This is an optimization exercise on Yosys and OpenROAD, whose aim is small area, a short achievable clock period and few clock cycles per item, not a production implementation. Only simulation tests tie the RTL to the original design; equivalence was not proved. No activity file was given, so power comes from the tool's default toggle rates.

// mac
module mac (
    input  wire        clk,
    input  wire        rst,
    input  wire [31:0] x,
    input  wire [31:0] y,
    input  wire        start,
    output wire [31:0] z,
    output wire        busy
  );
Settings: LEC_CHECK=0, CAP_MARGIN=20, CORE_MARGIN=2, CORE_UTILIZATION=40, PLACE_DENSITY=0.85, SETUP_SLACK_MARGIN=2.35, SLEW_MARGIN=20, SYNTH_HIERARCHICAL=1, SYNTH_MINIMUM_KEEP_SIZE=0; clock period 7.0 ns.
standard.sh (not shown) runs the stock make flow with config.mk's settings and CLKGATE_MAP_FILE= SYNTH_SCRIPT=/design/flow/synth_recipe.tcl, a recipe that flattens the netlist after the stock synthesis.
==> flow/flow/run.sh <==
#!/bin/bash
# The standard layout (standard.sh), with port buffers of the given cell instead
# of the one buffer_ports picks by default.  make's output goes to standard.log;
# ORFS keeps each step's log under orfs/logs.
set -euo pipefail
export BUFFER_PORTS_ARGS="-buffer_cell sky130_fd_sc_hd__buf_2"
bash standard.sh > standard.log 2>&1
The first run went through all stages and came out clean.
Testbench counts at the start, summed over its fixed seeds: cycles 512, items 512.
Then changed:
- PLACE_DENSITY: 0.85 -> not set
Result: Combinational power hardly moves. Via count shrinks by a few percent. Design area shrinks slightly. Sequential share of layout area barely changes.
Then changed:
--- a/flow/flow/run.sh
+++ b/flow/flow/run.sh
@@ -5,3 +5,3 @@
 set -euo pipefail
-export BUFFER_PORTS_ARGS="-buffer_cell sky130_fd_sc_hd__buf_2"
+export BUFFER_PORTS_ARGS="-buffer_cell sky130_fd_sc_hd__buf_1"
 bash standard.sh > standard.log 2>&1
What happened: The new run completed without violations; wire length came out higher by a few percent; flip-flop and latch count stays the same; design area came out lower slightly; worst setup slack got worse by 0.0056 ns; total power came out lower by a few percent; via count came out higher slightly; final cell count stays the same; critical path depth does not change; area after synthesis stays the same; worst hold slack got worse by 0.032 ns; synthesized cell count does not change.
Then changed:
--- a/flow/flow/run.sh
+++ b/flow/flow/run.sh
@@ -5,3 +5,3 @@
 set -euo pipefail
-export BUFFER_PORTS_ARGS="-buffer_cell sky130_fd_sc_hd__buf_1"
+export BUFFER_PORTS_ARGS="-buffer_cell sky130_fd_sc_hd__buf_2"
 bash standard.sh > standard.log 2>&1
- CORE_UTILIZATION: 40 -> 75
=> The new run completed without violations. Hold slack degrades by 0.021 ns. Sequential share of layout area rises by 0.16 points. Setup slack degrades by 0.062 ns. Cell area decreases by 1.2%. Total power climbs by about 12%. Wire length goes down by about 2%. Final cell count went down by 11%.
Then changed:
- CORE_UTILIZATION: 75 -> 40
- PLACE_DENSITY: not set -> 0.95
Effect:
- final area is higher by 1.7%
- area after synthesis is unchanged
- sequential cell count stays the same
- total power shrinks by 7.3%
- hold slack stays flat
- count of clock-buffer cells in the layout came out higher by 2
- cell count rose by 12%
- critical path depth is unchanged
- worst setup slack gets better by 0.033 ns
- sequential power decreases by about 2%
- wire length went down by 2.5%

Another version of the RTL of mac (not shown whole).
Size: ~26 flip-flops, ~100 I/O pins, roughly 7400 sq um of cells after synthesis.
// mac
module mac (
    input  wire        clk,
    input  wire        rst,
    input  wire [31:0] x,
    input  wire [31:0] y,
    input  wire        start,
    output wire [31:0] z,
    output wire        busy
  );
  wire pp1 = ~(x[0] & y[0]);
  wire pp2 = ~(x[0] & y[1]);
  wire pp3 = ~(x[0] & y[2]);
  wire pp4 = ~(x[0] & y[3]);
  wire pp5 = ~(x[0] & y[4]);
  wire pp6 = ~(x[0] & y[5]);
  wire pp7 = ~(x[0] & y[6]);
  wire pp8 = x[0] & y[7];
  wire pp9 = ~(x[1] & y[0]);
  wire pp10 = ~(x[1] & y[1]);
  wire pp11 = ~(x[1] & y[2]);
  wire pp12 = ~(x[1] & y[3]);
  wire pp13 = ~(x[1] & y[4]);
  wire pp14 = ~(x[1] & y[5]);
  wire pp15 = ~(x[1] & y[6]);
  wire pp16 = x[1] & y[7];
  wire pp17 = ~(x[2] & y[0]);
  wire pp18 = ~(x[2] & y[1]);
  wire pp19 = ~(x[2] & y[2]);
  wire pp20 = ~(x[2] & y[3]);
  wire pp21 = ~(x[2] & y[4]);
  wire pp22 = ~(x[2] & y[5]);
  wire pp23 = ~(x[2] & y[6]);
  wire pp24 = x[2] & y[7];
  wire pp25 = ~(x[3] & y[0]);
  wire pp26 = ~(x[3] & y[1]);
  wire pp27 = ~(x[3] & y[2]);
  wire pp28 = ~(x[3] & y[3]);
  wire pp29 = ~(x[3] & y[4]);
  wire pp30 = ~(x[3] & y[5]);
  wire pp31 = ~(x[3] & y[6]);
  wire pp32 = x[3] & y[7];
  wire pp33 = ~(x[4] & y[0]);
  wire pp34 = ~(x[4] & y[1]);
  wire pp35 = ~(x[4] & y[2]);
  wire pp36 = ~(x[4] & y[3]);
  wire pp37 = ~(x[4] & y[4]);
  wire pp38 = ~(x[4] & y[5]);
  wire pp39 = ~(x[4] & y[6]);
  wire pp40 = x[4] & y[7];
  wire pp41 = ~(x[5] & y[0]);
  wire pp42 = ~(x[5] & y[1]);
  wire pp43 = ~(x[5] & y[2]);
  wire pp44 = ~(x[5] & y[3]);
  wire pp45 = ~(x[5] & y[4]);
  wire pp46 = ~(x[5] & y[5]);
  wire pp47 = ~(x[5] & y[6]);
  wire pp48 = x[5] & y[7];
  wire pp49 = ~(x[6] & y[0]);
  wire pp50 = ~(x[6] & y[1]);
  wire pp51 = ~(x[6] & y[2]);
  wire pp52 = ~(x[6] & y[3]);
  wire pp53 = ~(x[6] & y[4]);
  wire pp54 = ~(x[6] & y[5]);
  wire pp55 = ~(x[6] & y[6]);
  wire pp56 = x[6] & y[7];
  wire pp57 = x[7] & y[0];
  wire pp58 = x[7] & y[1];
  wire pp59 = x[7] & y[2];
  wire pp60 = x[7] & y[3];
  ...
Settings: LEC_CHECK=0, CAP_MARGIN=20, CORE_MARGIN=2, CORE_UTILIZATION=40, SLEW_MARGIN=20, SYNTH_HIERARCHICAL=1, SYNTH_MINIMUM_KEEP_SIZE=0; clock period 7.0 ns.
run.sh (not shown) runs the stock make flow with config.mk's settings and CLKGATE_MAP_FILE= SYNTH_SCRIPT=/design/flow/synth_recipe.tcl, a recipe that flattens the netlist after the stock synthesis.
Stock flow here: none of the scripts above is used.
The baseline completed without violations.
Testbench counts at the start, summed over its fixed seeds: cycles 512, items 512.
Next try:
==> flow/flow/run.sh (new file) <==
#!/bin/bash
# Standard layout, with port buffers of a smaller cell than buffer_ports picks by default.
set -euo pipefail
export BUFFER_PORTS_ARGS="-buffer_cell sky130_fd_sc_hd__buf_1"
bash standard.sh > standard.log 2>&1
==> flow/standard.sh (new file) <==
#!/bin/bash
# synth_recipe.tcl (not shown) runs the flow's synth.tcl, then flattens the netlist and writes it again
# the make line also repeats each setting of config.mk as NAME=value (left out here)
make -C /OpenROAD-flow-scripts/flow DESIGN_CONFIG=/design/flow/config.mk WORK_HOME=/design/flow/orfs CLKGATE_MAP_FILE= SYNTH_SCRIPT=/design/flow/synth_recipe.tcl "${@:-finish}"
removed: flow/run.sh
After rerunning: The changed run ran to the end with no violations. Routed wire length drops by 3.3%. Synthesized cell count stays the same. Count of clock-buffer cells in the layout is unchanged. Power shrinks by 6.1%. Utilization fell by 3.2 points. Sequential share of layout area came out higher by 0.66 points. Die area stays the same.
Next try:
--- a/flow/flow/run.sh
+++ b/flow/flow/run.sh
@@ -4 +4 @@
-export BUFFER_PORTS_ARGS="-buffer_cell sky130_fd_sc_hd__buf_1"
+export BUFFER_PORTS_ARGS="-buffer_cell sky130_fd_sc_hd__buf_2"
What happened: Combinational power rises by about 2%. Non-clock buffer count shrinks by 2. Worst setup slack improves by 0.24 ns. Via count stays flat. Synthesized cell count does not change. Total power increases by 1.4%. Synthesized area stays the same.

-- afterwards: timing with drivers on the ports --
The results above use ideal ports. As a check the final layouts listed here were re-extracted and re-timed, cells and wires unchanged. Step 1 (the two cells are an assumption about what drives the block):
set clk [get_ports {clk}]
set_driving_cell -lib_cell sky130_fd_sc_hd__clkbuf_16 $clk
set_driving_cell -lib_cell sky130_fd_sc_hd__buf_2 [delete_from_list [all_inputs] $clk]
Step 2 also shifts input and output timing later by t, the mid clock arrival at the registers, as if the neighbouring blocks saw the same clock. a / b / c = no drivers / after step 1 / after step 2; a / b = the first two.
| run | t, ns | setup slack, ns | clock arrival spread, ns | worst register clock-pin slew, ns | worst slew at a driven data input, ns |
|---|---|---|---|---|---|
| the first run of note 1 | 0.323 | 2.394 / 2.413 / 2.090 | 0.008 / 0.007 | 0.06 / 0.06 | 0.04 |
| the second run of note 1 | 0.329 | 2.393 / 2.408 / 2.079 | 0.007 / 0.007 | 0.06 / 0.06 | 0.04 |
| the third run of note 1 | 0.322 | 2.387 / 2.405 / 2.083 | 0.007 / 0.007 | 0.06 / 0.06 | 0.05 |
| the fourth run of note 1 | 0.321 | 2.325 / 2.334 / 2.013 | 0.009 / 0.008 | 0.07 / 0.07 | 0.04 |
| the fifth run of note 1 | 0.318 | 2.358 / 2.357 / 2.040 | 0.009 / 0.009 | 0.06 / 0.06 | 0.05 |
| the first run of note 2 | 0.312 | 0.907 / 0.921 / 0.608 | 0.007 / 0.007 | 0.08 / 0.08 | 0.04 |
| the second run of note 2 | 0.315 | 1.250 / 1.264 / 0.949 | 0.002 / 0.002 | 0.07 / 0.07 | 0.04 |
| the third run of note 2 | 0.314 | 1.492 / 1.513 / 1.199 | 0.004 / 0.005 | 0.07 / 0.07 | 0.04 |
After both steps every run listed still meets setup and hold. For the fifth run of note 1, which loses most, drivers alone change the setup slack by -0.001 ns; drivers and shift together by -0.318 ns.
